Source: an optimization exercise on an open RTL-to-GDS flow (aim: small area and a short achievable clock period). Production flows keep margins and buffers that such runs may drop.
RTL that was checked went through simulation tests only; none was proved equivalent to the original.
Function not checked in run 1: the RTL went through the layout flow alone.

## flow/design.v (module list and top-level ports; edited modules follow where they fit)
// module pe: 59 lines
// module mac_0_16: 158 lines
// module mac_16_17: 188 lines
// module mac_17_17: 189 lines
// module mac_17_18: 189 lines
// module csa_fa: 4 lines
// module csa_ha: 4 lines
// module csa_hn: 4 lines
// module skew_buffer: 25 lines
// module systolic_array: 33 lines
// module matrix_accelerator: 30 lines
module matrix_accelerator(
    input  wire        clk,
    input  wire        rst,
    input  wire        load_weight,
    input  wire [31:0] activation_in,
    output wire [95:0] result_out
);
  // ...
==> flow/run.sh <==
#!/bin/bash
# synth_recipe.tcl (not shown) runs the flow's synth.tcl, then flattens the netlist and writes it again
# the make line also repeats each setting of config.mk as NAME=value (left out here)
make -C /OpenROAD-flow-scripts/flow DESIGN_CONFIG=/design/flow/config.mk WORK_HOME=/design/flow/orfs CLKGATE_MAP_FILE= SYNTH_SCRIPT=/design/flow/synth_recipe.tcl finish
==> flow/config.mk <==
export PLATFORM = sky130hd
export DESIGN_NAME = matrix_accelerator
export DESIGN_NICKNAME = matrix_accelerator
export VERILOG_FILES = /design/flow/design.v
export SDC_FILE = /design/flow/constraint.sdc
export NUM_CORES = 4
export LEC_CHECK = 0
export CAP_MARGIN = 20
export CORE_MARGIN = 2
export CORE_UTILIZATION = 40
export SETUP_SLACK_MARGIN = 3.0
export SLEW_MARGIN = 20
export SYNTH_HIERARCHICAL = 1
export SYNTH_MINIMUM_KEEP_SIZE = 0
==> flow/constraint.sdc <==
create_clock -name core_clock -period 8.0 [get_ports {clk}]
set_input_delay 1.6000 -clock core_clock [delete_from_list [all_inputs] [get_ports {clk}]]
set_output_delay 1.6000 -clock core_clock [all_outputs]
set_load 0.01 [all_outputs]
==> summary.txt, run 1 <==
* Result of the run: finished clean
* Row cnt at 132
* Destination of the worst hold path: skew_unit.d3_2[0]
* Worst Setup Start Kind: primary input
* Type of the worst min-delay path: register to register
* Largest stage delay on the critical path at 0.55 ns
* Initial antenna violation count at 0
* Routed wire length per instance at 17.54 um
* Number of DRC violations after detailed routing at 0
* Total area of sequential cells at 12,920 um2
* Final TNS setup at 0 ns
* Instance count along the most critical hold path at 0
* Final hold violations at 0
* Iteration-0 DRC count of the detailed router at 2,144
* Critical-path top delay cell: sky130_fd_sc_hd__fa_1
* Worst-skew pair later-pin latency at 0.67 ns
* Final non-filler cell total at 6,780
* Routed met3 length at 4252 um
* Total setup buffers inserted after CTS at 0
* Number of pins exceeding their max-slew limit in the final report at 0
* Category of the worst setup path capture point: register
* Most frequent CP cell: sky130_fd_sc_hd__fa_1
* Max Root-Sink Buffers at 3
==> module pe, before the edit <==
module pe #(
    parameter WI = 0,       
    parameter WO = 16,      
    parameter SOUTH = 1,    
    parameter LAST = 0      
) (
    input  wire                 clk,
    input  wire                 rst,
    input  wire                 load_weight,
    input  wire                 hold,        
    input  wire [7:0]           in_n,
    input  wire [7:0]           in_m,        
    input  wire [(WI>0?WI:1)-1:0] in_wn,     
    output wire [7:0]           out_s,
    output reg  [WO-1:0]        out_e        
);
    reg  [7:0]    weight_reg;
    wire [WO-1:0] yn;        
    wire [WO-1:0] wn_ext;    
    generate
        if (WI == 0) begin : C0
            assign wn_ext = {WO{1'b1}};
            mac_0_16 mac (.a(in_m), .b(weight_reg), .yn(yn));
        end else begin : CJ
            assign wn_ext = {{(WO-WI){in_wn[WI-1]}}, in_wn};
            if (WI == 16)
                mac_16_17 mac (.a(in_m), .b(weight_reg), .en(in_wn), .yn(yn));
            else if (WO == 17)
                mac_17_17 mac (.a(in_m), .b(weight_reg), .en(in_wn), .yn(yn));
            else
                mac_17_18 mac (.a(in_m), .b(weight_reg), .en(in_wn), .yn(yn));
        end
    endgenerate
    generate
        if (SOUTH) begin : S
            reg [7:0] q;
            always @(posedge clk or posedge rst)
                if (rst) q <= 8'd0;
                else     q <= in_n;
            assign out_s = q;
        end else begin : NS
            assign out_s = 8'd0;
        end
    endgenerate
    always @(posedge clk)
        if (load_weight) weight_reg <= in_n;
    generate
        if (LAST) begin : L
            always @(posedge clk)
                if (rst) out_e <= {WO{1'b0}};
                else     out_e <= ~(hold ? wn_ext : yn);
        end else begin : N
            always @(posedge clk)
                if (rst)       out_e <= {WO{1'b1}};
                else if (hold) out_e <= wn_ext;
                else           out_e <= yn;
        end
    endgenerate
endmodule
==> module mac_0_16, before the edit <==
module mac_0_16 (
    input  wire [7:0] a,
    input  wire [7:0] b,
    output wire [15:0] yn
);
    wire t0 = ~(a[0] & b[0]);
    wire t1 = ~(a[0] & b[1]);
    wire t2 = ~(a[0] & b[2]);
    wire t3 = ~(a[0] & b[3]);
    wire t4 = ~(a[0] & b[4]);
    wire t5 = ~(a[0] & b[5]);
    wire t6 = ~(a[0] & b[6]);
    wire t7 = a[0] & b[7];
    wire t8 = ~(a[1] & b[0]);
    wire t9 = ~(a[1] & b[1]);
    wire t10 = ~(a[1] & b[2]);
    wire t11 = ~(a[1] & b[3]);
    wire t12 = ~(a[1] & b[4]);
    wire t13 = ~(a[1] & b[5]);
    wire t14 = ~(a[1] & b[6]);
    wire t15 = a[1] & b[7];
    wire t16 = ~(a[2] & b[0]);
    wire t17 = ~(a[2] & b[1]);
    wire t18 = ~(a[2] & b[2]);
    wire t19 = ~(a[2] & b[3]);
    wire t20 = ~(a[2] & b[4]);
    wire t21 = ~(a[2] & b[5]);
    wire t22 = ~(a[2] & b[6]);
    wire t23 = a[2] & b[7];
    wire t24 = ~(a[3] & b[0]);
    wire t25 = ~(a[3] & b[1]);
    wire t26 = ~(a[3] & b[2]);
    wire t27 = ~(a[3] & b[3]);
    wire t28 = ~(a[3] & b[4]);
    wire t29 = ~(a[3] & b[5]);
    wire t30 = ~(a[3] & b[6]);
    wire t31 = a[3] & b[7];
    wire t32 = ~(a[4] & b[0]);
    wire t33 = ~(a[4] & b[1]);
    wire t34 = ~(a[4] & b[2]);
    wire t35 = ~(a[4] & b[3]);
    wire t36 = ~(a[4] & b[4]);
    wire t37 = ~(a[4] & b[5]);
    wire t38 = ~(a[4] & b[6]);
    wire t39 = a[4] & b[7];
    wire t40 = ~(a[5] & b[0]);
    wire t41 = ~(a[5] & b[1]);
    wire t42 = ~(a[5] & b[2]);
    wire t43 = ~(a[5] & b[3]);
    wire t44 = ~(a[5] & b[4]);
    wire t45 = ~(a[5] & b[5]);
    wire t46 = ~(a[5] & b[6]);
    wire t47 = a[5] & b[7];
    wire t48 = ~(a[6] & b[0]);
    wire t49 = ~(a[6] & b[1]);
    wire t50 = ~(a[6] & b[2]);
    wire t51 = ~(a[6] & b[3]);
    wire t52 = ~(a[6] & b[4]);
    wire t53 = ~(a[6] & b[5]);
    wire t54 = ~(a[6] & b[6]);
    wire t55 = a[6] & b[7];
    wire t56 = a[7] & b[0];
    wire t57 = a[7] & b[1];
    wire t58 = a[7] & b[2];
    wire t59 = a[7] & b[3];
    wire t60 = a[7] & b[4];
    wire t61 = a[7] & b[5];
    wire t62 = a[7] & b[6];
    wire t63 = ~(a[7] & b[7]);
    wire t64, t65;
    csa_fa ut64 (.a(t6), .b(t13), .c(1'b1), .s(t64), .co(t65));
    wire t66, t67;
    csa_fa ut66 (.a(t7), .b(t14), .c(t21), .s(t66), .co(t67));
    wire t68, t69;
    csa_fa ut68 (.a(t28), .b(t35), .c(1'b1), .s(t68), .co(t69));
    wire t70, t71;
    csa_ha ut70 (.a(t15), .b(t22), .s(t70), .co(t71));
    wire t72, t73;
    csa_fa ut72 (.a(t29), .b(t36), .c(t43), .s(t72), .co(t73));
    wire t74, t75;
    csa_fa ut74 (.a(t23), .b(t30), .c(t37), .s(t74), .co(t75));
    wire t76, t77;
    csa_fa ut76 (.a(t4), .b(t11), .c(1'b1), .s(t76), .co(t77));
    wire t78, t79;
    csa_fa ut78 (.a(t5), .b(t12), .c(t19), .s(t78), .co(t79));
    wire t80, t81;
    csa_fa ut80 (.a(t26), .b(t33), .c(1'b1), .s(t80), .co(t81));
    wire t82, t83;
    csa_fa ut82 (.a(t20), .b(t27), .c(t34), .s(t82), .co(t83));
    wire t84, t85;
    csa_fa ut84 (.a(t41), .b(t48), .c(t64), .s(t84), .co(t85));
    wire t86, t87;
    csa_fa ut86 (.a(t42), .b(t49), .c(t56), .s(t86), .co(t87));
    wire t88, t89;
    csa_fa ut88 (.a(t66), .b(t68), .c(t65), .s(t88), .co(t89));
    wire t90, t91;
    csa_fa ut90 (.a(t50), .b(t57), .c(t70), .s(t90), .co(t91));
    wire t92, t93;
    csa_fa ut92 (.a(t72), .b(t67), .c(t69), .s(t92), .co(t93));
    wire t94, t95;
    csa_fa ut94 (.a(t44), .b(t51), .c(t58), .s(t94), .co(t95));
    wire t96, t97;
    csa_fa ut96 (.a(t74), .b(t71), .c(t73), .s(t96), .co(t97));
    wire t98, t99;
    csa_fa ut98 (.a(t31), .b(t38), .c(t45), .s(t98), .co(t99));
    wire t100, t101;
    csa_fa ut100 (.a(t52), .b(t59), .c(t75), .s(t100), .co(t101));
    wire t102, t103;
    csa_fa ut102 (.a(t39), .b(t46), .c(t53), .s(t102), .co(t103));
    wire t104, t105;
    csa_fa ut104 (.a(t3), .b(t10), .c(1'b1), .s(t104), .co(t105));
    wire t106, t107;
    csa_fa ut106 (.a(t18), .b(t25), .c(t32), .s(t106), .co(t107));
    wire t108, t109;
    csa_fa ut108 (.a(t40), .b(t78), .c(t80), .s(t108), .co(t109));
    wire t110, t111;
    csa_fa ut110 (.a(t82), .b(t84), .c(t79), .s(t110), .co(t111));
    wire t112, t113;
    csa_fa ut112 (.a(t86), .b(t88), .c(t83), .s(t112), .co(t113));
    wire t114, t115;
    csa_fa ut114 (.a(t90), .b(t92), .c(t87), .s(t114), .co(t115));
    wire t116, t117;
    csa_fa ut116 (.a(t94), .b(t96), .c(t91), .s(t116), .co(t117));
    wire t118, t119;
    csa_fa ut118 (.a(t98), .b(t100), .c(t95), .s(t118), .co(t119));
    wire t120, t121;
    csa_fa ut120 (.a(t60), .b(t102), .c(t99), .s(t120), .co(t121));
    wire t122, t123;
    csa_fa ut122 (.a(t47), .b(t54), .c(t61), .s(t122), .co(t123));
    wire t124, t125;
    csa_fa ut124 (.a(t2), .b(t9), .c(1'b1), .s(t124), .co(t125));
    wire t126, t127;
    csa_fa ut126 (.a(t17), .b(t24), .c(t104), .s(t126), .co(t127));
    wire t128, t129;
    csa_fa ut128 (.a(t76), .b(t106), .c(t105), .s(t128), .co(t129));
    wire t130, t131;
    csa_fa ut130 (.a(t77), .b(t108), .c(t107), .s(t130), .co(t131));
    wire t132, t133;
    csa_fa ut132 (.a(t81), .b(t110), .c(t109), .s(t132), .co(t133));
    wire t134, t135;
    csa_fa ut134 (.a(t85), .b(t112), .c(t111), .s(t134), .co(t135));
    wire t136, t137;
    csa_fa ut136 (.a(t89), .b(t114), .c(t113), .s(t136), .co(t137));
    wire t138, t139;
    csa_fa ut138 (.a(t93), .b(t116), .c(t115), .s(t138), .co(t139));
    wire t140, t141;
    csa_fa ut140 (.a(t97), .b(t118), .c(t117), .s(t140), .co(t141));
    wire t142, t143;
    csa_fa ut142 (.a(t101), .b(t120), .c(t119), .s(t142), .co(t143));
    wire t144, t145;
    csa_fa ut144 (.a(t103), .b(t122), .c(t121), .s(t144), .co(t145));
    wire t146, t147;
    csa_fa ut146 (.a(t55), .b(t62), .c(t123), .s(t146), .co(t147));
    wire [15:0] ra = {1'b0, t63, t146, t144, t142, t140, t138, t136, t134, t132, t130, t128, t126, t16, t1, t0};
    wire [15:0] rb = {1'b1, t147, t145, t143, t141, t139, t137, t135, t133, t131, t129, t127, t125, t124, t8, 1'b1};
    wire [16:0] s1 = {ra, 1'b1} + {rb, 1'b1};
    assign yn = s1[16:1];    
endmodule
==> module mac_16_17, before the edit <==
module mac_16_17 (
    input  wire [7:0] a,
    input  wire [7:0] b,
    input  wire [15:0] en,
    output wire [16:0] yn
);
    wire t0 = ~(a[0] & b[0]);
    wire t1 = ~(a[0] & b[1]);
    wire t2 = ~(a[0] & b[2]);
    wire t3 = ~(a[0] & b[3]);
    wire t4 = ~(a[0] & b[4]);
    wire t5 = ~(a[0] & b[5]);
    wire t6 = ~(a[0] & b[6]);
    wire t7 = a[0] & b[7];
    wire t8 = ~(a[1] & b[0]);
    wire t9 = ~(a[1] & b[1]);
    wire t10 = ~(a[1] & b[2]);
    wire t11 = ~(a[1] & b[3]);
    wire t12 = ~(a[1] & b[4]);
    wire t13 = ~(a[1] & b[5]);
    wire t14 = ~(a[1] & b[6]);
    wire t15 = a[1] & b[7];
    wire t16 = ~(a[2] & b[0]);
    wire t17 = ~(a[2] & b[1]);
    wire t18 = ~(a[2] & b[2]);
    wire t19 = ~(a[2] & b[3]);
    wire t20 = ~(a[2] & b[4]);
    wire t21 = ~(a[2] & b[5]);
    wire t22 = ~(a[2] & b[6]);
    wire t23 = a[2] & b[7];
    wire t24 = ~(a[3] & b[0]);
    wire t25 = ~(a[3] & b[1]);
    wire t26 = ~(a[3] & b[2]);
    wire t27 = ~(a[3] & b[3]);
    wire t28 = ~(a[3] & b[4]);
    wire t29 = ~(a[3] & b[5]);
    wire t30 = ~(a[3] & b[6]);
    wire t31 = a[3] & b[7];
    wire t32 = ~(a[4] & b[0]);
    wire t33 = ~(a[4] & b[1]);
    wire t34 = ~(a[4] & b[2]);
    wire t35 = ~(a[4] & b[3]);
    wire t36 = ~(a[4] & b[4]);
    wire t37 = ~(a[4] & b[5]);
    wire t38 = ~(a[4] & b[6]);
    wire t39 = a[4] & b[7];
    wire t40 = ~(a[5] & b[0]);
    wire t41 = ~(a[5] & b[1]);
    wire t42 = ~(a[5] & b[2]);
    wire t43 = ~(a[5] & b[3]);
    wire t44 = ~(a[5] & b[4]);
    wire t45 = ~(a[5] & b[5]);
    wire t46 = ~(a[5] & b[6]);
    wire t47 = a[5] & b[7];
    wire t48 = ~(a[6] & b[0]);
    wire t49 = ~(a[6] & b[1]);
    wire t50 = ~(a[6] & b[2]);
    wire t51 = ~(a[6] & b[3]);
    wire t52 = ~(a[6] & b[4]);
    wire t53 = ~(a[6] & b[5]);
    wire t54 = ~(a[6] & b[6]);
    wire t55 = a[6] & b[7];
    wire t56 = a[7] & b[0];
    wire t57 = a[7] & b[1];
    wire t58 = a[7] & b[2];
    wire t59 = a[7] & b[3];
    wire t60 = a[7] & b[4];
    wire t61 = a[7] & b[5];
    wire t62 = a[7] & b[6];
    wire t63 = ~(a[7] & b[7]);
    wire t64 = ~en[15];
    wire t65, t66;
    csa_fa ut65 (.a(t5), .b(t12), .c(1'b1), .s(t65), .co(t66));
    wire t67, t68;
    csa_fa ut67 (.a(t6), .b(t13), .c(t20), .s(t67), .co(t68));
    wire t69, t70;
    csa_fa ut69 (.a(t27), .b(t34), .c(1'b1), .s(t69), .co(t70));
    wire t71, t72;
    csa_fa ut71 (.a(t7), .b(t14), .c(t21), .s(t71), .co(t72));
    wire t73, t74;
    csa_fa ut73 (.a(t28), .b(t35), .c(t42), .s(t73), .co(t74));
    wire t75, t76;
    csa_fa ut75 (.a(t49), .b(t56), .c(1'b1), .s(t75), .co(t76));
    wire t77, t78;
    csa_ha ut77 (.a(t15), .b(t22), .s(t77), .co(t78));
    wire t79, t80;
    csa_fa ut79 (.a(t29), .b(t36), .c(t43), .s(t79), .co(t80));
    wire t81, t82;
    csa_fa ut81 (.a(t50), .b(t57), .c(en[8]), .s(t81), .co(t82));
    wire t83, t84;
    csa_fa ut83 (.a(t23), .b(t30), .c(t37), .s(t83), .co(t84));
    wire t85, t86;
    csa_fa ut85 (.a(t44), .b(t51), .c(t58), .s(t85), .co(t86));
    wire t87, t88;
    csa_fa ut87 (.a(t31), .b(t38), .c(t45), .s(t87), .co(t88));
    wire t89, t90;
    csa_fa ut89 (.a(t3), .b(t10), .c(1'b1), .s(t89), .co(t90));
    wire t91, t92;
    csa_fa ut91 (.a(t4), .b(t11), .c(t18), .s(t91), .co(t92));
    wire t93, t94;
    csa_fa ut93 (.a(t25), .b(t32), .c(1'b1), .s(t93), .co(t94));
    wire t95, t96;
    csa_fa ut95 (.a(t19), .b(t26), .c(t33), .s(t95), .co(t96));
    wire t97, t98;
    csa_fa ut97 (.a(t40), .b(en[5]), .c(t65), .s(t97), .co(t98));
    wire t99, t100;
    csa_fa ut99 (.a(t41), .b(t48), .c(en[6]), .s(t99), .co(t100));
    wire t101, t102;
    csa_fa ut101 (.a(t67), .b(t69), .c(t66), .s(t101), .co(t102));
    wire t103, t104;
    csa_fa ut103 (.a(en[7]), .b(t71), .c(t73), .s(t103), .co(t104));
    wire t105, t106;
    csa_fa ut105 (.a(t75), .b(t68), .c(t70), .s(t105), .co(t106));
    wire t107, t108;
    csa_fa ut107 (.a(t77), .b(t79), .c(t81), .s(t107), .co(t108));
    wire t109, t110;
    csa_fa ut109 (.a(t72), .b(t74), .c(t76), .s(t109), .co(t110));
    wire t111, t112;
    csa_fa ut111 (.a(en[9]), .b(t83), .c(t85), .s(t111), .co(t112));
    wire t113, t114;
    csa_fa ut113 (.a(t78), .b(t80), .c(t82), .s(t113), .co(t114));
    wire t115, t116;
    csa_fa ut115 (.a(t52), .b(t59), .c(en[10]), .s(t115), .co(t116));
    wire t117, t118;
    csa_fa ut117 (.a(t87), .b(t84), .c(t86), .s(t117), .co(t118));
    wire t119, t120;
    csa_fa ut119 (.a(t39), .b(t46), .c(t53), .s(t119), .co(t120));
    wire t121, t122;
    csa_fa ut121 (.a(t60), .b(en[11]), .c(t88), .s(t121), .co(t122));
    wire t123, t124;
    csa_fa ut123 (.a(t47), .b(t54), .c(t61), .s(t123), .co(t124));
    wire t125, t126;
    csa_fa ut125 (.a(t2), .b(t9), .c(1'b1), .s(t125), .co(t126));
    wire t127, t128;
    csa_fa ut127 (.a(t17), .b(t24), .c(en[3]), .s(t127), .co(t128));
    wire t129, t130;
    csa_fa ut129 (.a(en[4]), .b(t91), .c(t93), .s(t129), .co(t130));
    wire t131, t132;
    csa_fa ut131 (.a(t95), .b(t97), .c(t92), .s(t131), .co(t132));
    wire t133, t134;
    csa_fa ut133 (.a(t99), .b(t101), .c(t96), .s(t133), .co(t134));
    wire t135, t136;
    csa_fa ut135 (.a(t103), .b(t105), .c(t100), .s(t135), .co(t136));
    wire t137, t138;
    csa_fa ut137 (.a(t107), .b(t109), .c(t104), .s(t137), .co(t138));
    wire t139, t140;
    csa_fa ut139 (.a(t111), .b(t113), .c(t108), .s(t139), .co(t140));
    wire t141, t142;
    csa_fa ut141 (.a(t115), .b(t117), .c(t112), .s(t141), .co(t142));
    wire t143, t144;
    csa_fa ut143 (.a(t119), .b(t121), .c(t116), .s(t143), .co(t144));
    wire t145, t146;
    csa_fa ut145 (.a(en[12]), .b(t123), .c(t120), .s(t145), .co(t146));
    wire t147, t148;
    csa_fa ut147 (.a(t55), .b(t62), .c(en[13]), .s(t147), .co(t148));
    wire t149, t150;
    csa_fa ut149 (.a(t1), .b(t8), .c(1'b1), .s(t149), .co(t150));
    wire t151, t152;
    csa_fa ut151 (.a(t16), .b(en[2]), .c(t125), .s(t151), .co(t152));
    wire t153, t154;
    csa_fa ut153 (.a(t89), .b(t127), .c(t126), .s(t153), .co(t154));
    wire t155, t156;
    csa_fa ut155 (.a(t90), .b(t129), .c(t128), .s(t155), .co(t156));
    wire t157, t158;
    csa_fa ut157 (.a(t94), .b(t131), .c(t130), .s(t157), .co(t158));
    wire t159, t160;
    csa_fa ut159 (.a(t98), .b(t133), .c(t132), .s(t159), .co(t160));
    wire t161, t162;
    csa_fa ut161 (.a(t102), .b(t135), .c(t134), .s(t161), .co(t162));
    wire t163, t164;
    csa_fa ut163 (.a(t106), .b(t137), .c(t136), .s(t163), .co(t164));
    wire t165, t166;
    csa_fa ut165 (.a(t110), .b(t139), .c(t138), .s(t165), .co(t166));
    wire t167, t168;
    csa_fa ut167 (.a(t114), .b(t141), .c(t140), .s(t167), .co(t168));
    wire t169, t170;
    csa_fa ut169 (.a(t118), .b(t143), .c(t142), .s(t169), .co(t170));
    wire t171, t172;
    csa_fa ut171 (.a(t122), .b(t145), .c(t144), .s(t171), .co(t172));
    wire t173, t174;
    csa_fa ut173 (.a(t124), .b(t147), .c(t146), .s(t173), .co(t174));
    wire t175, t176;
    csa_fa ut175 (.a(t63), .b(en[14]), .c(t148), .s(t175), .co(t176));
    wire [16:0] ra = {1'b0, t64, t175, t173, t171, t169, t167, t165, t163, t161, t159, t157, t155, t153, t151, en[1], t0};
    wire [16:0] rb = {1'b1, t176, t174, t172, t170, t168, t166, t164, t162, t160, t158, t156, t154, t152, t150, t149, en[0]};
    wire [17:0] s1 = {ra, 1'b1} + {rb, 1'b1};
    assign yn = s1[17:1];    
endmodule
==> module mac_17_17, before the edit <==
module mac_17_17 (
    input  wire [7:0] a,
    input  wire [7:0] b,
    input  wire [16:0] en,
    output wire [16:0] yn
);
    wire t0 = ~(a[0] & b[0]);
    wire t1 = ~(a[0] & b[1]);
    wire t2 = ~(a[0] & b[2]);
    wire t3 = ~(a[0] & b[3]);
    wire t4 = ~(a[0] & b[4]);
    wire t5 = ~(a[0] & b[5]);
    wire t6 = ~(a[0] & b[6]);
    wire t7 = a[0] & b[7];
    wire t8 = ~(a[1] & b[0]);
    wire t9 = ~(a[1] & b[1]);
    wire t10 = ~(a[1] & b[2]);
    wire t11 = ~(a[1] & b[3]);
    wire t12 = ~(a[1] & b[4]);
    wire t13 = ~(a[1] & b[5]);
    wire t14 = ~(a[1] & b[6]);
    wire t15 = a[1] & b[7];
    wire t16 = ~(a[2] & b[0]);
    wire t17 = ~(a[2] & b[1]);
    wire t18 = ~(a[2] & b[2]);
    wire t19 = ~(a[2] & b[3]);
    wire t20 = ~(a[2] & b[4]);
    wire t21 = ~(a[2] & b[5]);
    wire t22 = ~(a[2] & b[6]);
    wire t23 = a[2] & b[7];
    wire t24 = ~(a[3] & b[0]);
    wire t25 = ~(a[3] & b[1]);
    wire t26 = ~(a[3] & b[2]);
    wire t27 = ~(a[3] & b[3]);
    wire t28 = ~(a[3] & b[4]);
    wire t29 = ~(a[3] & b[5]);
    wire t30 = ~(a[3] & b[6]);
    wire t31 = a[3] & b[7];
    wire t32 = ~(a[4] & b[0]);
    wire t33 = ~(a[4] & b[1]);
    wire t34 = ~(a[4] & b[2]);
    wire t35 = ~(a[4] & b[3]);
    wire t36 = ~(a[4] & b[4]);
    wire t37 = ~(a[4] & b[5]);
    wire t38 = ~(a[4] & b[6]);
    wire t39 = a[4] & b[7];
    wire t40 = ~(a[5] & b[0]);
    wire t41 = ~(a[5] & b[1]);
    wire t42 = ~(a[5] & b[2]);
    wire t43 = ~(a[5] & b[3]);
    wire t44 = ~(a[5] & b[4]);
    wire t45 = ~(a[5] & b[5]);
    wire t46 = ~(a[5] & b[6]);
    wire t47 = a[5] & b[7];
    wire t48 = ~(a[6] & b[0]);
    wire t49 = ~(a[6] & b[1]);
    wire t50 = ~(a[6] & b[2]);
    wire t51 = ~(a[6] & b[3]);
    wire t52 = ~(a[6] & b[4]);
    wire t53 = ~(a[6] & b[5]);
    wire t54 = ~(a[6] & b[6]);
    wire t55 = a[6] & b[7];
    wire t56 = a[7] & b[0];
    wire t57 = a[7] & b[1];
    wire t58 = a[7] & b[2];
    wire t59 = a[7] & b[3];
    wire t60 = a[7] & b[4];
    wire t61 = a[7] & b[5];
    wire t62 = a[7] & b[6];
    wire t63 = ~(a[7] & b[7]);
    wire t64 = ~en[16];
    wire t65, t66;
    csa_fa ut65 (.a(t5), .b(t12), .c(1'b1), .s(t65), .co(t66));
    wire t67, t68;
    csa_fa ut67 (.a(t6), .b(t13), .c(t20), .s(t67), .co(t68));
    wire t69, t70;
    csa_fa ut69 (.a(t27), .b(t34), .c(1'b1), .s(t69), .co(t70));
    wire t71, t72;
    csa_fa ut71 (.a(t7), .b(t14), .c(t21), .s(t71), .co(t72));
    wire t73, t74;
    csa_fa ut73 (.a(t28), .b(t35), .c(t42), .s(t73), .co(t74));
    wire t75, t76;
    csa_fa ut75 (.a(t49), .b(t56), .c(1'b1), .s(t75), .co(t76));
    wire t77, t78;
    csa_ha ut77 (.a(t15), .b(t22), .s(t77), .co(t78));
    wire t79, t80;
    csa_fa ut79 (.a(t29), .b(t36), .c(t43), .s(t79), .co(t80));
    wire t81, t82;
    csa_fa ut81 (.a(t50), .b(t57), .c(en[8]), .s(t81), .co(t82));
    wire t83, t84;
    csa_fa ut83 (.a(t23), .b(t30), .c(t37), .s(t83), .co(t84));
    wire t85, t86;
    csa_fa ut85 (.a(t44), .b(t51), .c(t58), .s(t85), .co(t86));
    wire t87, t88;
    csa_fa ut87 (.a(t31), .b(t38), .c(t45), .s(t87), .co(t88));
    wire t89, t90;
    csa_fa ut89 (.a(t3), .b(t10), .c(1'b1), .s(t89), .co(t90));
    wire t91, t92;
    csa_fa ut91 (.a(t4), .b(t11), .c(t18), .s(t91), .co(t92));
    wire t93, t94;
    csa_fa ut93 (.a(t25), .b(t32), .c(1'b1), .s(t93), .co(t94));
    wire t95, t96;
    csa_fa ut95 (.a(t19), .b(t26), .c(t33), .s(t95), .co(t96));
    wire t97, t98;
    csa_fa ut97 (.a(t40), .b(en[5]), .c(t65), .s(t97), .co(t98));
    wire t99, t100;
    csa_fa ut99 (.a(t41), .b(t48), .c(en[6]), .s(t99), .co(t100));
    wire t101, t102;
    csa_fa ut101 (.a(t67), .b(t69), .c(t66), .s(t101), .co(t102));
    wire t103, t104;
    csa_fa ut103 (.a(en[7]), .b(t71), .c(t73), .s(t103), .co(t104));
    wire t105, t106;
    csa_fa ut105 (.a(t75), .b(t68), .c(t70), .s(t105), .co(t106));
    wire t107, t108;
    csa_fa ut107 (.a(t77), .b(t79), .c(t81), .s(t107), .co(t108));
    wire t109, t110;
    csa_fa ut109 (.a(t72), .b(t74), .c(t76), .s(t109), .co(t110));
    wire t111, t112;
    csa_fa ut111 (.a(en[9]), .b(t83), .c(t85), .s(t111), .co(t112));
    wire t113, t114;
    csa_fa ut113 (.a(t78), .b(t80), .c(t82), .s(t113), .co(t114));
    wire t115, t116;
    csa_fa ut115 (.a(t52), .b(t59), .c(en[10]), .s(t115), .co(t116));
    wire t117, t118;
    csa_fa ut117 (.a(t87), .b(t84), .c(t86), .s(t117), .co(t118));
    wire t119, t120;
    csa_fa ut119 (.a(t39), .b(t46), .c(t53), .s(t119), .co(t120));
    wire t121, t122;
    csa_fa ut121 (.a(t60), .b(en[11]), .c(t88), .s(t121), .co(t122));
    wire t123, t124;
    csa_fa ut123 (.a(t47), .b(t54), .c(t61), .s(t123), .co(t124));
    wire t125, t126;
    csa_fa ut125 (.a(t2), .b(t9), .c(1'b1), .s(t125), .co(t126));
    wire t127, t128;
    csa_fa ut127 (.a(t17), .b(t24), .c(en[3]), .s(t127), .co(t128));
    wire t129, t130;
    csa_fa ut129 (.a(en[4]), .b(t91), .c(t93), .s(t129), .co(t130));
    wire t131, t132;
    csa_fa ut131 (.a(t95), .b(t97), .c(t92), .s(t131), .co(t132));
    wire t133, t134;
    csa_fa ut133 (.a(t99), .b(t101), .c(t96), .s(t133), .co(t134));
    wire t135, t136;
    csa_fa ut135 (.a(t103), .b(t105), .c(t100), .s(t135), .co(t136));
    wire t137, t138;
    csa_fa ut137 (.a(t107), .b(t109), .c(t104), .s(t137), .co(t138));
    wire t139, t140;
    csa_fa ut139 (.a(t111), .b(t113), .c(t108), .s(t139), .co(t140));
    wire t141, t142;
    csa_fa ut141 (.a(t115), .b(t117), .c(t112), .s(t141), .co(t142));
    wire t143, t144;
    csa_fa ut143 (.a(t119), .b(t121), .c(t116), .s(t143), .co(t144));
    wire t145, t146;
    csa_fa ut145 (.a(en[12]), .b(t123), .c(t120), .s(t145), .co(t146));
    wire t147, t148;
    csa_fa ut147 (.a(t55), .b(t62), .c(en[13]), .s(t147), .co(t148));
    wire t149, t150;
    csa_fa ut149 (.a(t1), .b(t8), .c(1'b1), .s(t149), .co(t150));
    wire t151, t152;
    csa_fa ut151 (.a(t16), .b(en[2]), .c(t125), .s(t151), .co(t152));
    wire t153, t154;
    csa_fa ut153 (.a(t89), .b(t127), .c(t126), .s(t153), .co(t154));
    wire t155, t156;
    csa_fa ut155 (.a(t90), .b(t129), .c(t128), .s(t155), .co(t156));
    wire t157, t158;
    csa_fa ut157 (.a(t94), .b(t131), .c(t130), .s(t157), .co(t158));
    wire t159, t160;
    csa_fa ut159 (.a(t98), .b(t133), .c(t132), .s(t159), .co(t160));
    wire t161, t162;
    csa_fa ut161 (.a(t102), .b(t135), .c(t134), .s(t161), .co(t162));
    wire t163, t164;
    csa_fa ut163 (.a(t106), .b(t137), .c(t136), .s(t163), .co(t164));
    wire t165, t166;
    csa_fa ut165 (.a(t110), .b(t139), .c(t138), .s(t165), .co(t166));
    wire t167, t168;
    csa_fa ut167 (.a(t114), .b(t141), .c(t140), .s(t167), .co(t168));
    wire t169, t170;
    csa_fa ut169 (.a(t118), .b(t143), .c(t142), .s(t169), .co(t170));
    wire t171, t172;
    csa_fa ut171 (.a(t122), .b(t145), .c(t144), .s(t171), .co(t172));
    wire t173, t174;
    csa_fa ut173 (.a(t124), .b(t147), .c(t146), .s(t173), .co(t174));
    wire t175, t176;
    csa_fa ut175 (.a(t63), .b(en[14]), .c(t148), .s(t175), .co(t176));
    wire t177 = ~en[15];
    wire [16:0] ra = {t64, t177, t175, t173, t171, t169, t167, t165, t163, t161, t159, t157, t155, t153, t151, en[1], t0};
    wire [16:0] rb = {en[15], t176, t174, t172, t170, t168, t166, t164, t162, t160, t158, t156, t154, t152, t150, t149, en[0]};
    wire [17:0] s1 = {ra, 1'b1} + {rb, 1'b1};
    assign yn = s1[17:1];    
endmodule
==> run 2, diff against run 1 <==
--- a/flow/design.v
+++ b/flow/design.v
@@ -11,62 +11,51 @@
     input  wire                 hold,        
     input  wire [7:0]           in_n,
     input  wire [7:0]           in_m,        
     input  wire [(WI>0?WI:1)-1:0] in_wn,     
     output wire [7:0]           out_s,
     output reg  [WO-1:0]        out_e        
 );
     reg  [7:0]    weight_reg;
-    wire [WO-1:0] yn;        
-    wire [WO-1:0] wn_ext;    
+    wire [WO-1:0] d;         
     generate
         if (WI == 0) begin : C0
-            assign wn_ext = {WO{1'b1}};
-            mac_0_16 mac (.a(in_m), .b(weight_reg), .yn(yn));
+            mac_0_16 mac (.a(in_m), .b(weight_reg), .hold(hold), .rst(rst), .d(d));
         end else begin : CJ
-            assign wn_ext = {{(WO-WI){in_wn[WI-1]}}, in_wn};
             if (WI == 16)
-                mac_16_17 mac (.a(in_m), .b(weight_reg), .en(in_wn), .yn(yn));
+                mac_16_17 mac (.a(in_m), .b(weight_reg), .en(in_wn), .hold(hold), .rst(rst), .d(d));
             else if (WO == 17)
-                mac_17_17 mac (.a(in_m), .b(weight_reg), .en(in_wn), .yn(yn));
+                mac_17_17 mac (.a(in_m), .b(weight_reg), .en(in_wn), .hold(hold), .rst(rst), .d(d));
             else
-                mac_17_18 mac (.a(in_m), .b(weight_reg), .en(in_wn), .yn(yn));
+                mac_17_18 mac (.a(in_m), .b(weight_reg), .en(in_wn), .hold(hold), .rst(rst), .d(d));
         end
     endgenerate
     generate
         if (SOUTH) begin : S
             reg [7:0] q;
             always @(posedge clk or posedge rst)
                 if (rst) q <= 8'd0;
                 else     q <= in_n;
             assign out_s = q;
         end else begin : NS
             assign out_s = 8'd0;
         end
     endgenerate
     always @(posedge clk)
         if (load_weight) weight_reg <= in_n;
-    generate
-        if (LAST) begin : L
-            always @(posedge clk)
-                if (rst) out_e <= {WO{1'b0}};
-                else     out_e <= ~(hold ? wn_ext : yn);
-        end else begin : N
-            always @(posedge clk)
-                if (rst)       out_e <= {WO{1'b1}};
-                else if (hold) out_e <= wn_ext;
-                else           out_e <= yn;
-        end
-    endgenerate
+    always @(posedge clk)
+        out_e <= d;
 endmodule
 module mac_0_16 (
     input  wire [7:0] a,
     input  wire [7:0] b,
-    output wire [15:0] yn
+    input  wire hold,
+    input  wire rst,
+    output wire [15:0] d
 );
     wire t0 = ~(a[0] & b[0]);
     wire t1 = ~(a[0] & b[1]);
     wire t2 = ~(a[0] & b[2]);
     wire t3 = ~(a[0] & b[3]);
     wire t4 = ~(a[0] & b[4]);
     wire t5 = ~(a[0] & b[5]);
     wire t6 = ~(a[0] & b[6]);
@@ -206,26 +195,141 @@
     wire t140, t141;
     csa_fa ut140 (.a(t97), .b(t118), .c(t117), .s(t140), .co(t141));
     wire t142, t143;
     csa_fa ut142 (.a(t101), .b(t120), .c(t119), .s(t142), .co(t143));
     wire t144, t145;
     csa_fa ut144 (.a(t103), .b(t122), .c(t121), .s(t144), .co(t145));
     wire t146, t147;
     csa_fa ut146 (.a(t55), .b(t62), .c(t123), .s(t146), .co(t147));
-    wire [15:0] ra = {1'b0, t63, t146, t144, t142, t140, t138, t136, t134, t132, t130, t128, t126, t16, t1, t0};
-    wire [15:0] rb = {1'b1, t147, t145, t143, t141, t139, t137, t135, t133, t131, t129, t127, t125, t124, t8, 1'b1};
-    wire [16:0] s1 = {ra, 1'b1} + {rb, 1'b1};
-    assign yn = s1[16:1];    
+    wire t148 = t0 & 1'b1;
+    wire t149 = t1 & t8;
+    wire t150 = t16 & t124;
+    wire t151 = t126 & t125;
+    wire t152 = t128 & t127;
+    wire t153 = t130 & t129;
+    wire t154 = t132 & t131;
+    wire t155 = t134 & t133;
+    wire t156 = t136 & t135;
+    wire t157 = t138 & t137;
+    wire t158 = t140 & t139;
+    wire t159 = t142 & t141;
+    wire t160 = t144 & t143;
+    wire t161 = t146 & t145;
+    wire t162 = t63 & t147;
+    wire t163 = 1'b0 & 1'b1;
+    wire t164 = t0 ^ 1'b1;
+    wire t165 = t1 ^ t8;
+    wire t166 = t16 ^ t124;
+    wire t167 = t126 ^ t125;
+    wire t168 = t128 ^ t127;
+    wire t169 = t130 ^ t129;
+    wire t170 = t132 ^ t131;
+    wire t171 = t134 ^ t133;
+    wire t172 = t136 ^ t135;
+    wire t173 = t138 ^ t137;
+    wire t174 = t140 ^ t139;
+    wire t175 = t142 ^ t141;
+    wire t176 = t144 ^ t143;
+    wire t177 = t146 ^ t145;
+    wire t178 = t63 ^ t147;
+    wire t179 = 1'b0 ^ 1'b1;
+    wire t180 = t0 | 1'b1;
+    wire t181 = t149 | (t165 & t180);
+    wire t182 = t150 | (t166 & t181);
+    wire t183 = t151 | (t167 & t182);
+    wire t184 = t152 | (t168 & t183);
+    wire t185 = t153 | (t169 & t184);
+    wire t186 = t155 | (t171 & t154);
+    wire t187 = t171 & t170;
+    wire t188 = t156 | (t172 & t155);
+    wire t189 = t172 & t171;
+    wire t190 = t157 | (t173 & t156);
+    wire t191 = t173 & t172;
+    wire t192 = t158 | (t174 & t157);
+    wire t193 = t174 & t173;
+    wire t194 = t159 | (t175 & t158);
+    wire t195 = t175 & t174;
+    wire t196 = t160 | (t176 & t159);
+    wire t197 = t176 & t175;
+    wire t198 = t161 | (t177 & t160);
+    wire t199 = t177 & t176;
+    wire t200 = t162 | (t178 & t161);
+    wire t201 = t178 & t177;
+    wire t202 = t163 | (t179 & t162);
+    wire t203 = t179 & t178;
+    wire t204 = t188 | (t189 & t154);
+    wire t205 = t189 & t170;
+    wire t206 = t190 | (t191 & t186);
+    wire t207 = t191 & t187;
+    wire t208 = t192 | (t193 & t188);
+    wire t209 = t193 & t189;
+    wire t210 = t194 | (t195 & t190);
+    wire t211 = t195 & t191;
+    wire t212 = t196 | (t197 & t192);
+    wire t213 = t197 & t193;
+    wire t214 = t198 | (t199 & t194);
+    wire t215 = t199 & t195;
+    wire t216 = t200 | (t201 & t196);
+    wire t217 = t201 & t197;
+    wire t218 = t202 | (t203 & t198);
+    wire t219 = t203 & t199;
+    wire t220 = t208 | (t209 & t154);
+    wire t221 = t209 & t170;
+    wire t222 = t210 | (t211 & t186);
+    wire t223 = t211 & t187;
+    wire t224 = t212 | (t213 & t204);
+    wire t225 = t213 & t205;
+    wire t226 = t214 | (t215 & t206);
+    wire t227 = t215 & t207;
+    wire t228 = t216 | (t217 & t208);
+    wire t229 = t217 & t209;
+    wire t230 = t218 | (t219 & t210);
+    wire t231 = t219 & t211;
+    wire t232 = t228 | (t229 & t154);
+    wire t233 = t229 & t170;
+    wire t234 = t230 | (t231 & t186);
+    wire t235 = t231 & t187;
+    wire t236 = t154 | (t170 & t185);
+    wire t237 = t186 | (t187 & t185);
+    wire t238 = t204 | (t205 & t185);
+    wire t239 = t206 | (t207 & t185);
+    wire t240 = t220 | (t221 & t185);
+    wire t241 = t222 | (t223 & t185);
+    wire t242 = t224 | (t225 & t185);
+    wire t243 = t226 | (t227 & t185);
+    wire t244 = t232 | (t233 & t185);
+    wire t245 = t234 | (t235 & t185);
+    wire t246 = ~t164;
+    wire t247 = t165 ^ t180;
+    wire t248 = t166 ^ t181;
+    wire t249 = t167 ^ t182;
+    wire t250 = t168 ^ t183;
+    wire t251 = t169 ^ t184;
+    wire t252 = t170 ^ t185;
+    wire t253 = t171 ^ t236;
+    wire t254 = t172 ^ t237;
+    wire t255 = t173 ^ t238;
+    wire t256 = t174 ^ t239;
+    wire t257 = t175 ^ t240;
+    wire t258 = t176 ^ t241;
+    wire t259 = t177 ^ t242;
+    wire t260 = t178 ^ t243;
+    wire t261 = t179 ^ t244;
+    wire [15:0] yn = {t261, t260, t259, t258, t257, t256, t255, t254, t253, t252, t251, t250, t249, t248, t247, t246};
+    wire [15:0] wn_ext = {16{1'b1}};
+    assign d = rst ? {16{1'b1}} : hold ? wn_ext : yn;
 endmodule
 module mac_16_17 (
     input  wire [7:0] a,
     input  wire [7:0] b,
     input  wire [15:0] en,
-    output wire [16:0] yn
+    input  wire hold,
+    input  wire rst,
+    output wire [16:0] d
 );
     wire t0 = ~(a[0] & b[0]);
     wire t1 = ~(a[0] & b[1]);
     wire t2 = ~(a[0] & b[2]);
     wire t3 = ~(a[0] & b[3]);
     wire t4 = ~(a[0] & b[4]);
     wire t5 = ~(a[0] & b[5]);
     wire t6 = ~(a[0] & b[6]);
@@ -394,26 +498,153 @@
     wire t169, t170;
     csa_fa ut169 (.a(t118), .b(t143), .c(t142), .s(t169), .co(t170));
     wire t171, t172;
     csa_fa ut171 (.a(t122), .b(t145), .c(t144), .s(t171), .co(t172));
     wire t173, t174;
     csa_fa ut173 (.a(t124), .b(t147), .c(t146), .s(t173), .co(t174));
     wire t175, t176;
     csa_fa ut175 (.a(t63), .b(en[14]), .c(t148), .s(t175), .co(t176));
-    wire [16:0] ra = {1'b0, t64, t175, t173, t171, t169, t167, t165, t163, t161, t159, t157, t155, t153, t151, en[1], t0};
-    wire [16:0] rb = {1'b1, t176, t174, t172, t170, t168, t166, t164, t162, t160, t158, t156, t154, t152, t150, t149, en[0]};
-    wire [17:0] s1 = {ra, 1'b1} + {rb, 1'b1};
-    assign yn = s1[17:1];    
+    wire t177 = t0 & en[0];
+    wire t178 = en[1] & t149;
+    wire t179 = t151 & t150;
+    wire t180 = t153 & t152;
+    wire t181 = t155 & t154;
+    wire t182 = t157 & t156;
+    wire t183 = t159 & t158;
+    wire t184 = t161 & t160;
+    wire t185 = t163 & t162;
+    wire t186 = t165 & t164;
+    wire t187 = t167 & t166;
+    wire t188 = t169 & t168;
+    wire t189 = t171 & t170;
+    wire t190 = t173 & t172;
+    wire t191 = t175 & t174;
+    wire t192 = t64 & t176;
+    wire t193 = 1'b0 & 1'b1;
+    wire t194 = t0 ^ en[0];
+    wire t195 = en[1] ^ t149;
+    wire t196 = t151 ^ t150;
+    wire t197 = t153 ^ t152;
+    wire t198 = t155 ^ t154;
+    wire t199 = t157 ^ t156;
+    wire t200 = t159 ^ t158;
+    wire t201 = t161 ^ t160;
+    wire t202 = t163 ^ t162;
+    wire t203 = t165 ^ t164;
+    wire t204 = t167 ^ t166;
+    wire t205 = t169 ^ t168;
+    wire t206 = t171 ^ t170;
+    wire t207 = t173 ^ t172;
+    wire t208 = t175 ^ t174;
+    wire t209 = t64 ^ t176;
+    wire t210 = 1'b0 ^ 1'b1;
+    wire t211 = t0 | en[0];
+    wire t212 = t178 | (t195 & t211);
+    wire t213 = t179 | (t196 & t212);
+    wire t214 = t180 | (t197 & t213);
+    wire t215 = t181 | (t198 & t214);
+    wire t216 = t182 | (t199 & t215);
+    wire t217 = t184 | (t201 & t183);
+    wire t218 = t201 & t200;
+    wire t219 = t185 | (t202 & t184);
+    wire t220 = t202 & t201;
+    wire t221 = t186 | (t203 & t185);
+    wire t222 = t203 & t202;
+    wire t223 = t187 | (t204 & t186);
+    wire t224 = t204 & t203;
+    wire t225 = t188 | (t205 & t187);
+    wire t226 = t205 & t204;
+    wire t227 = t189 | (t206 & t188);
+    wire t228 = t206 & t205;
+    wire t229 = t190 | (t207 & t189);
+    wire t230 = t207 & t206;
+    wire t231 = t191 | (t208 & t190);
+    wire t232 = t208 & t207;
+    wire t233 = t192 | (t209 & t191);
+    wire t234 = t209 & t208;
+    wire t235 = t193 | (t210 & t192);
+    wire t236 = t210 & t209;
+    wire t237 = t219 | (t220 & t183);
+    wire t238 = t220 & t200;
+    wire t239 = t221 | (t222 & t217);
+    wire t240 = t222 & t218;
+    wire t241 = t223 | (t224 & t219);
+    wire t242 = t224 & t220;
+    wire t243 = t225 | (t226 & t221);
+    wire t244 = t226 & t222;
+    wire t245 = t227 | (t228 & t223);
+    wire t246 = t228 & t224;
+    wire t247 = t229 | (t230 & t225);
+    wire t248 = t230 & t226;
+    wire t249 = t231 | (t232 & t227);
+    wire t250 = t232 & t228;
+    wire t251 = t233 | (t234 & t229);
+    wire t252 = t234 & t230;
+    wire t253 = t235 | (t236 & t231);
+    wire t254 = t236 & t232;
+    wire t255 = t241 | (t242 & t183);
+    wire t256 = t242 & t200;
+    wire t257 = t243 | (t244 & t217);
+    wire t258 = t244 & t218;
+    wire t259 = t245 | (t246 & t237);
+    wire t260 = t246 & t238;
+    wire t261 = t247 | (t248 & t239);
+    wire t262 = t248 & t240;
+    wire t263 = t249 | (t250 & t241);
+    wire t264 = t250 & t242;
+    wire t265 = t251 | (t252 & t243);
+    wire t266 = t252 & t244;
+    wire t267 = t253 | (t254 & t245);
+    wire t268 = t254 & t246;
+    wire t269 = t263 | (t264 & t183);
+    wire t270 = t264 & t200;
+    wire t271 = t265 | (t266 & t217);
+    wire t272 = t266 & t218;
+    wire t273 = t267 | (t268 & t237);
+    wire t274 = t268 & t238;
+    wire t275 = t183 | (t200 & t216);
+    wire t276 = t217 | (t218 & t216);
+    wire t277 = t237 | (t238 & t216);
+    wire t278 = t239 | (t240 & t216);
+    wire t279 = t255 | (t256 & t216);
+    wire t280 = t257 | (t258 & t216);
+    wire t281 = t259 | (t260 & t216);
+    wire t282 = t261 | (t262 & t216);
+    wire t283 = t269 | (t270 & t216);
+    wire t284 = t271 | (t272 & t216);
+    wire t285 = t273 | (t274 & t216);
+    wire t286 = ~t194;
+    wire t287 = t195 ^ t211;
+    wire t288 = t196 ^ t212;
+    wire t289 = t197 ^ t213;
+    wire t290 = t198 ^ t214;
+    wire t291 = t199 ^ t215;
+    wire t292 = t200 ^ t216;
+    wire t293 = t201 ^ t275;
+    wire t294 = t202 ^ t276;
+    wire t295 = t203 ^ t277;
+    wire t296 = t204 ^ t278;
+    wire t297 = t205 ^ t279;
+    wire t298 = t206 ^ t280;
+    wire t299 = t207 ^ t281;
+    wire t300 = t208 ^ t282;
+    wire t301 = t209 ^ t283;
+    wire t302 = t210 ^ t284;
+    wire [16:0] yn = {t302, t301, t300, t299, t298, t297, t296, t295, t294, t293, t292, t291, t290, t289, t288, t287, t286};
+    wire [16:0] wn_ext = {{1{en[15]}}, en};    
+    assign d = rst ? {17{1'b1}} : hold ? wn_ext : yn;
 endmodule
 module mac_17_17 (
     input  wire [7:0] a,
     input  wire [7:0] b,
     input  wire [16:0] en,
-    output wire [16:0] yn
+    input  wire hold,
+    input  wire rst,
+    output wire [16:0] d
 );
     wire t0 = ~(a[0] & b[0]);
     wire t1 = ~(a[0] & b[1]);
     wire t2 = ~(a[0] & b[2]);
     wire t3 = ~(a[0] & b[3]);
     wire t4 = ~(a[0] & b[4]);
     wire t5 = ~(a[0] & b[5]);
     wire t6 = ~(a[0] & b[6]);
@@ -583,26 +814,153 @@
     csa_fa ut169 (.a(t118), .b(t143), .c(t142), .s(t169), .co(t170));
     wire t171, t172;
     csa_fa ut171 (.a(t122), .b(t145), .c(t144), .s(t171), .co(t172));
     wire t173, t174;
     csa_fa ut173 (.a(t124), .b(t147), .c(t146), .s(t173), .co(t174));
     wire t175, t176;
     csa_fa ut175 (.a(t63), .b(en[14]), .c(t148), .s(t175), .co(t176));
     wire t177 = ~en[15];
-    wire [16:0] ra = {t64, t177, t175, t173, t171, t169, t167, t165, t163, t161, t159, t157, t155, t153, t151, en[1], t0};
-    wire [16:0] rb = {en[15], t176, t174, t172, t170, t168, t166, t164, t162, t160, t158, t156, t154, t152, t150, t149, en[0]};
-    wire [17:0] s1 = {ra, 1'b1} + {rb, 1'b1};
-    assign yn = s1[17:1];    
+    wire t178 = t0 & en[0];
+    wire t179 = en[1] & t149;
+    wire t180 = t151 & t150;
+    wire t181 = t153 & t152;
+    wire t182 = t155 & t154;
+    wire t183 = t157 & t156;
+    wire t184 = t159 & t158;
+    wire t185 = t161 & t160;
+    wire t186 = t163 & t162;
+    wire t187 = t165 & t164;
+    wire t188 = t167 & t166;
+    wire t189 = t169 & t168;
+    wire t190 = t171 & t170;
+    wire t191 = t173 & t172;
+    wire t192 = t175 & t174;
+    wire t193 = t177 & t176;
+    wire t194 = t64 & en[15];
+    wire t195 = t0 ^ en[0];
+    wire t196 = en[1] ^ t149;
+    wire t197 = t151 ^ t150;
+    wire t198 = t153 ^ t152;
+    wire t199 = t155 ^ t154;
+    wire t200 = t157 ^ t156;
+    wire t201 = t159 ^ t158;
+    wire t202 = t161 ^ t160;
+    wire t203 = t163 ^ t162;
+    wire t204 = t165 ^ t164;
+    wire t205 = t167 ^ t166;
+    wire t206 = t169 ^ t168;
+    wire t207 = t171 ^ t170;
+    wire t208 = t173 ^ t172;
+    wire t209 = t175 ^ t174;
+    wire t210 = t177 ^ t176;
+    wire t211 = t64 ^ en[15];
+    wire t212 = t0 | en[0];
+    wire t213 = t179 | (t196 & t212);
+    wire t214 = t180 | (t197 & t213);
+    wire t215 = t181 | (t198 & t214);
+    wire t216 = t182 | (t199 & t215);
+    wire t217 = t183 | (t200 & t216);
+    wire t218 = t185 | (t202 & t184);
+    wire t219 = t202 & t201;
+    wire t220 = t186 | (t203 & t185);
+    wire t221 = t203 & t202;
+    wire t222 = t187 | (t204 & t186);
+    wire t223 = t204 & t203;
+    wire t224 = t188 | (t205 & t187);
+    wire t225 = t205 & t204;
+    wire t226 = t189 | (t206 & t188);
+    wire t227 = t206 & t205;
+    wire t228 = t190 | (t207 & t189);
+    wire t229 = t207 & t206;
+    wire t230 = t191 | (t208 & t190);
+    wire t231 = t208 & t207;
+    wire t232 = t192 | (t209 & t191);
+    wire t233 = t209 & t208;
+    wire t234 = t193 | (t210 & t192);
+    wire t235 = t210 & t209;
+    wire t236 = t194 | (t211 & t193);
+    wire t237 = t211 & t210;
+    wire t238 = t220 | (t221 & t184);
+    wire t239 = t221 & t201;
+    wire t240 = t222 | (t223 & t218);
+    wire t241 = t223 & t219;
+    wire t242 = t224 | (t225 & t220);
+    wire t243 = t225 & t221;
+    wire t244 = t226 | (t227 & t222);
+    wire t245 = t227 & t223;
+    wire t246 = t228 | (t229 & t224);
+    wire t247 = t229 & t225;
+    wire t248 = t230 | (t231 & t226);
+    wire t249 = t231 & t227;
+    wire t250 = t232 | (t233 & t228);
+    wire t251 = t233 & t229;
+    wire t252 = t234 | (t235 & t230);
+    wire t253 = t235 & t231;
+    wire t254 = t236 | (t237 & t232);
+    wire t255 = t237 & t233;
+    wire t256 = t242 | (t243 & t184);
+    wire t257 = t243 & t201;
+    wire t258 = t244 | (t245 & t218);
+    wire t259 = t245 & t219;
+    wire t260 = t246 | (t247 & t238);
+    wire t261 = t247 & t239;
+    wire t262 = t248 | (t249 & t240);
+    wire t263 = t249 & t241;
+    wire t264 = t250 | (t251 & t242);
+    wire t265 = t251 & t243;
+    wire t266 = t252 | (t253 & t244);
+    wire t267 = t253 & t245;
+    wire t268 = t254 | (t255 & t246);
+    wire t269 = t255 & t247;
+    wire t270 = t264 | (t265 & t184);
+    wire t271 = t265 & t201;
+    wire t272 = t266 | (t267 & t218);
+    wire t273 = t267 & t219;
+    wire t274 = t268 | (t269 & t238);
+    wire t275 = t269 & t239;
+    wire t276 = t184 | (t201 & t217);
+    wire t277 = t218 | (t219 & t217);
+    wire t278 = t238 | (t239 & t217);
+    wire t279 = t240 | (t241 & t217);
+    wire t280 = t256 | (t257 & t217);
+    wire t281 = t258 | (t259 & t217);
+    wire t282 = t260 | (t261 & t217);
+    wire t283 = t262 | (t263 & t217);
+    wire t284 = t270 | (t271 & t217);
+    wire t285 = t272 | (t273 & t217);
+    wire t286 = t274 | (t275 & t217);
+    wire t287 = ~t195;
+    wire t288 = t196 ^ t212;
+    wire t289 = t197 ^ t213;
+    wire t290 = t198 ^ t214;
+    wire t291 = t199 ^ t215;
+    wire t292 = t200 ^ t216;
+    wire t293 = t201 ^ t217;
+    wire t294 = t202 ^ t276;
+    wire t295 = t203 ^ t277;
+    wire t296 = t204 ^ t278;
+    wire t297 = t205 ^ t279;
+    wire t298 = t206 ^ t280;
+    wire t299 = t207 ^ t281;
+    wire t300 = t208 ^ t282;
+    wire t301 = t209 ^ t283;
+    wire t302 = t210 ^ t284;
+    wire t303 = t211 ^ t285;
+    wire [16:0] yn = {t303, t302, t301, t300, t299, t298, t297, t296, t295, t294, t293, t292, t291, t290, t289, t288, t287};
+    wire [16:0] wn_ext = {{0{en[16]}}, en};    
+    assign d = rst ? {17{1'b1}} : hold ? wn_ext : yn;
 endmodule
 module mac_17_18 (
     input  wire [7:0] a,
     input  wire [7:0] b,
     input  wire [16:0] en,
-    output wire [17:0] yn
+    input  wire hold,
+    input  wire rst,
+    output wire [17:0] d
 );
     wire t0 = ~(a[0] & b[0]);
     wire t1 = ~(a[0] & b[1]);
     wire t2 = ~(a[0] & b[2]);
     wire t3 = ~(a[0] & b[3]);
     wire t4 = ~(a[0] & b[4]);
     wire t5 = ~(a[0] & b[5]);
     wire t6 = ~(a[0] & b[6]);
@@ -772,29 +1130,170 @@
     csa_fa ut169 (.a(t118), .b(t143), .c(t142), .s(t169), .co(t170));
     wire t171, t172;
     csa_fa ut171 (.a(t122), .b(t145), .c(t144), .s(t171), .co(t172));
     wire t173, t174;
     csa_fa ut173 (.a(t124), .b(t147), .c(t146), .s(t173), .co(t174));
     wire t175, t176;
     csa_fa ut175 (.a(t63), .b(en[14]), .c(t148), .s(t175), .co(t176));
     wire t177 = ~en[15];
-    wire [17:0] ra = {1'b0, t64, t177, t175, t173, t171, t169, t167, t165, t163, t161, t159, t157, t155, t153, t151, en[1], t0};
-    wire [17:0] rb = {1'b1, en[15], t176, t174, t172, t170, t168, t166, t164, t162, t160, t158, t156, t154, t152, t150, t149, en[0]};
-    wire [18:0] s1 = {ra, 1'b1} + {rb, 1'b1};
-    assign yn = s1[18:1];    
+    wire t178 = t0 & en[0];
+    wire t179 = en[1] & t149;
+    wire t180 = t151 & t150;
+    wire t181 = t153 & t152;
+    wire t182 = t155 & t154;
+    wire t183 = t157 & t156;
+    wire t184 = t159 & t158;
+    wire t185 = t161 & t160;
+    wire t186 = t163 & t162;
+    wire t187 = t165 & t164;
+    wire t188 = t167 & t166;
+    wire t189 = t169 & t168;
+    wire t190 = t171 & t170;
+    wire t191 = t173 & t172;
+    wire t192 = t175 & t174;
+    wire t193 = t177 & t176;
+    wire t194 = t64 & en[15];
+    wire t195 = 1'b0 & 1'b1;
+    wire t196 = t0 ^ en[0];
+    wire t197 = en[1] ^ t149;
+    wire t198 = t151 ^ t150;
+    wire t199 = t153 ^ t152;
+    wire t200 = t155 ^ t154;
+    wire t201 = t157 ^ t156;
+    wire t202 = t159 ^ t158;
+    wire t203 = t161 ^ t160;
+    wire t204 = t163 ^ t162;
+    wire t205 = t165 ^ t164;
+    wire t206 = t167 ^ t166;
+    wire t207 = t169 ^ t168;
+    wire t208 = t171 ^ t170;
+    wire t209 = t173 ^ t172;
+    wire t210 = t175 ^ t174;
+    wire t211 = t177 ^ t176;
+    wire t212 = t64 ^ en[15];
+    wire t213 = 1'b0 ^ 1'b1;
+    wire t214 = t0 | en[0];
+    wire t215 = t179 | (t197 & t214);
+    wire t216 = t180 | (t198 & t215);
+    wire t217 = t181 | (t199 & t216);
+    wire t218 = t182 | (t200 & t217);
+    wire t219 = t183 | (t201 & t218);
+    wire t220 = t185 | (t203 & t184);
+    wire t221 = t203 & t202;
+    wire t222 = t186 | (t204 & t185);
+    wire t223 = t204 & t203;
+    wire t224 = t187 | (t205 & t186);
+    wire t225 = t205 & t204;
+    wire t226 = t188 | (t206 & t187);
+    wire t227 = t206 & t205;
+    wire t228 = t189 | (t207 & t188);
+    wire t229 = t207 & t206;
+    wire t230 = t190 | (t208 & t189);
+    wire t231 = t208 & t207;
+    wire t232 = t191 | (t209 & t190);
+    wire t233 = t209 & t208;
+    wire t234 = t192 | (t210 & t191);
+    wire t235 = t210 & t209;
+    wire t236 = t193 | (t211 & t192);
+    wire t237 = t211 & t210;
+    wire t238 = t194 | (t212 & t193);
+    wire t239 = t212 & t211;
+    wire t240 = t195 | (t213 & t194);
+    wire t241 = t213 & t212;
+    wire t242 = t222 | (t223 & t184);
+    wire t243 = t223 & t202;
+    wire t244 = t224 | (t225 & t220);
+    wire t245 = t225 & t221;
+    wire t246 = t226 | (t227 & t222);
+    wire t247 = t227 & t223;
+    wire t248 = t228 | (t229 & t224);
+    wire t249 = t229 & t225;
+    wire t250 = t230 | (t231 & t226);
+    wire t251 = t231 & t227;
+    wire t252 = t232 | (t233 & t228);
+    wire t253 = t233 & t229;
+    wire t254 = t234 | (t235 & t230);
+    wire t255 = t235 & t231;
+    wire t256 = t236 | (t237 & t232);
+    wire t257 = t237 & t233;
+    wire t258 = t238 | (t239 & t234);
+    wire t259 = t239 & t235;
+    wire t260 = t240 | (t241 & t236);
+    wire t261 = t241 & t237;
+    wire t262 = t246 | (t247 & t184);
+    wire t263 = t247 & t202;
+    wire t264 = t248 | (t249 & t220);
+    wire t265 = t249 & t221;
+    wire t266 = t250 | (t251 & t242);
+    wire t267 = t251 & t243;
+    wire t268 = t252 | (t253 & t244);
+    wire t269 = t253 & t245;
+    wire t270 = t254 | (t255 & t246);
+    wire t271 = t255 & t247;
+    wire t272 = t256 | (t257 & t248);
+    wire t273 = t257 & t249;
+    wire t274 = t258 | (t259 & t250);
+    wire t275 = t259 & t251;
+    wire t276 = t260 | (t261 & t252);
+    wire t277 = t261 & t253;
+    wire t278 = t270 | (t271 & t184);
+    wire t279 = t271 & t202;
+    wire t280 = t272 | (t273 & t220);
+    wire t281 = t273 & t221;
+    wire t282 = t274 | (t275 & t242);
+    wire t283 = t275 & t243;
+    wire t284 = t276 | (t277 & t244);
+    wire t285 = t277 & t245;
+    wire t286 = t184 | (t202 & t219);
+    wire t287 = t220 | (t221 & t219);
+    wire t288 = t242 | (t243 & t219);
+    wire t289 = t244 | (t245 & t219);
+    wire t290 = t262 | (t263 & t219);
+    wire t291 = t264 | (t265 & t219);
+    wire t292 = t266 | (t267 & t219);
+    wire t293 = t268 | (t269 & t219);
+    wire t294 = t278 | (t279 & t219);
+    wire t295 = t280 | (t281 & t219);
+    wire t296 = t282 | (t283 & t219);
+    wire t297 = t284 | (t285 & t219);
+    wire t298 = ~t196;
+    wire t299 = t197 ^ t214;
+    wire t300 = t198 ^ t215;
+    wire t301 = t199 ^ t216;
+    wire t302 = t200 ^ t217;
+    wire t303 = t201 ^ t218;
+    wire t304 = t202 ^ t219;
+    wire t305 = t203 ^ t286;
+    wire t306 = t204 ^ t287;
+    wire t307 = t205 ^ t288;
+    wire t308 = t206 ^ t289;
+    wire t309 = t207 ^ t290;
+    wire t310 = t208 ^ t291;
+    wire t311 = t209 ^ t292;
+    wire t312 = t210 ^ t293;
+    wire t313 = t211 ^ t294;
+    wire t314 = t212 ^ t295;
+    wire t315 = t213 ^ t296;
+    wire [17:0] yn = {t315, t314, t313, t312, t311, t310, t309, t308, t307, t306, t305, t304, t303, t302, t301, t300, t299, t298};
+    wire [17:0] wn_ext = {{1{en[16]}}, en};    
+    assign d = rst ? 18'd0 : ~(hold ? wn_ext : yn);
 endmodule
 module csa_fa (input wire a, input wire b, input wire c, output wire s, output wire co);
     assign s  = a ^ b ^ c;
     assign co = (a & b) | (a & c) | (b & c);
 endmodule
 module csa_ha (input wire a, input wire b, output wire s, output wire co);
     assign s  = a ^ b;
     assign co = a & b;
 endmodule
+module booth_sel (input wire one, input wire two, input wire neg,
+                  input wire x, input wire y, output wire pn);
+    assign pn = ~(((one & x) | (two & y)) ^ neg);
+endmodule
 module csa_hn (input wire a, input wire b, output wire s, output wire co);
     assign s  = ~(a ^ b);
     assign co = a | b;
 endmodule
 `timescale 1ns / 1ps
 module skew_buffer(
     input  wire        clk,
     input  wire        rst,
==> flow/config.mk (replaced) <==
export PLATFORM = sky130hd
export DESIGN_NAME = matrix_accelerator
export DESIGN_NICKNAME = matrix_accelerator
export VERILOG_FILES = /design/flow/design.v
export SDC_FILE = /design/flow/constraint.sdc
export NUM_CORES = 4
export LEC_CHECK = 0
export CAP_MARGIN = 20
export CORE_MARGIN = 2
export CORE_UTILIZATION = 40
export SETUP_SLACK_MARGIN = 3.5
export SLEW_MARGIN = 20
export SYNTH_HIERARCHICAL = 1
export SYNTH_MINIMUM_KEEP_SIZE = 0
==> summary.txt, run 2 <==
* Average cell area after synthesis at 11.04 um2
* Routed wire length per instance at 17.87 um (+1.9%)
* Terminus of the critical flop-to-flop path: array_core.ROW[2].c3.out_e[15]
* Clock transition at the register clock pins on the worst setup and hold paths after CTS at 0.06 ns
* Worst Setup Start Kind: primary input
* Clock Sinks at 545
* Initial core utilization at 0.4030
* Ys Warns at 16
* Arrival time reported for the critical path endpoint at 5.01 ns
* Number of pins exceeding their max-slew limit in the final report at 0 (unchanged)
* Core ar. at 120,000 um2
* Clk_skew at 0.05059 ns
* Leading registers by flop count: array_core.ROW.c3.out_e x72, array_core.ROW.c1.out_e x68, array_core.ROW.c2.out_e x68
* Ratio of routed vias to standard cells at 5.118
* Gate count of the mapped netlist at 4,380
* Max Root-Sink Buffers at 3 (unchanged)
* Clock root buffer master: sky130_fd_sc_hd__clkbuf_16
* First drt pass iteration count at 5
* Iteration-0 DRC count of the detailed router at 1,574 (-27%)
* Die H at 351.7 um
* Post-route antenna net violation count at 0
* Placement-stage worst setup slack at 2.171 ns
* Fin Hold WS at 0.3456 ns
* Startpoint of the worst hold path: skew_unit.d3_2[5]
* PnR worst setup slack at 3.534 ns
* Number of H-tree levels at 3
* # port buffers at 130
* Top-level port count at 131
* Final TNS setup at 0 ns (unchanged)
* DIE AREA at 123,700 um2
* Worst endpoint required time at 8.54 ns
* Number of DRC violations after detailed routing at 0 (unchanged)
* Pin count of the biggest net entering global routing at 153
* HPWL after detailed placement at 86,430 um
* Initial antenna violation count at 1 (+1)
* Ratio of cells with drive above 1 in the final layout at 0.09967
* Worst-skew pair later-pin latency at 0.66 ns (about the same)
* Final Setup Violations at 0
* Type of the worst min-delay path: register to register
* Worst Tran Pin Value at 0.9305 ns
* Row cnt at 127 (-3.8%)
* Largest register by flop count: array_core.ROW.c3.out_e
* Category of the worst setup path capture point: register
* Most common library cell in the layout ignoring fill and taps: sky130_fd_sc_hd__nand2_1
* Count of vias placed by the detailed router at 31,560
* Routability congestion estimate from global placement at 0.8419
* First-pass GRT wire length at 183,900 um
* Die extent in x at 351.7 um
* Destination of the worst hold path: skew_unit.d3_3[5]
* Grt total ovfl at 0
* Summed instance area of the synthesized netlist at 48,350 um2
* Post-CTS Hold Buffers at 0
* Instance count along the most critical hold path at 0 (unchanged)
* Area growth from synthesis to layout at 12.35%
* Aggregate global-route resource usage at 0.1868
* WL final at 110,200 um
* Result of the run: finished clean
* Fill cell total of the finished layout at 11,090
* Number of buffers added by the clock tree synthesis step at 68
* Worst setup path class: primary input to register
* Setup repair after global routing missed its margin: true
* Final hold violations at 0 (unchanged)
* Clock tree from TritonCTS: yes
-- run 2: worst max-delay path, cell delays in order --
cell and delay, ns:
sky130_fd_sc_hd__buf_6 0.11, sky130_fd_sc_hd__nand2_1 0.08, sky130_fd_sc_hd__fa_1 0.56, sky130_fd_sc_hd__fa_1 0.44, sky130_fd_sc_hd__fa_1 0.48, sky130_fd_sc_hd__fa_1 0.56, sky130_fd_sc_hd__ha_4 0.23, sky130_fd_sc_hd__a21oi_4 0.19
sky130_fd_sc_hd__o2111ai_4 0.18, sky130_fd_sc_hd__a41oi_2 0.26, sky130_fd_sc_hd__mux2_4 0.31
-- run 2: repair_timing --
action	4_1_cts	5_1_grt
gates cloned	0	0
setup buffers	4	92
endpoints found under the setup margin	26	70
pin swaps	1	17
gates resized for setup	46	92
-- run 2: per-stage QoR --
stage	cell area, um2	util	instances
2_1_floorplan	48830	-	4472
3_3_place_gp	51000	0.4251	5945
3_5_place_dp	51000	0.4251	5945
4_1_cts	53380	0.4450	6075
5_1_grt	54320	0.4528	6167
6_report	54320	0.4528	6167
-- run 2: area by class of cell --
| cell class | count | area (um2) | area share |
|---|---|---|---|
| clock buffers | 79 | 1828 | 0.03365 |
| clock inverters | 47 | 533.0 | 0.009812 |
| inverters | 162 | 609.3 | 0.01122 |
| multi-input cells | 3486 | 34220 | 0.6300 |
| flip-flops and latches | 545 | 12990 | 0.2390 |
| well taps | 1612 | 2017 | 0.03713 |
| repair buffers | 236 | 2126 | 0.03913 |
-- run 2: how the worst max path moves through the flow --
stage                                                  start                              to
after floorplan                             activation_in[4]  array_core.ROW[0].c0.out_e[13]
after global placement                      activation_in[4]  array_core.ROW[0].c0.out_e[13]
after detailed placement                    activation_in[0]  array_core.ROW[0].c0.out_e[12]
after CTS                                   activation_in[1]  array_core.ROW[0].c0.out_e[12]
after global routing      array_core.ROW[1].c2.weight_reg[4]  array_core.ROW[1].c2.out_e[16]
final                                       activation_in[0]  array_core.ROW[0].c0.out_e[13]
-- run 2: layer usage --
metal	GRT usage	vias up	part of all wire
met5	0	-	0
met4	0.05843	0	0.030
met3	0.02574	168	0.039
met2	0.3319	589	0.52
met1	0.2352	16330	0.42
li1	-	14470	-

-- port drivers added, routing unchanged --
No port has a modelled driver above. Below, the same layouts with a new extraction and two added sets of constraints. Step 1 sets driving cells, clkbuf_16 on the clock port and buf_2 on the other inputs (assumed; they add their load-dependent delay and slew). Step 2 also shifts input and output timing later by t, the mid clock arrival at the registers, as if the neighbouring blocks saw the same clock. Slacks: no drivers / after step 1 / after step 2; pairs: no drivers / after step 1.
run | t, ns | slack for setup (ns)
run 1 | 0.718 | 3.073 / 3.124 / 2.406
run 2 | 0.709 | 3.534 / 3.572 / 2.863
After both steps every run listed still meets setup and hold.
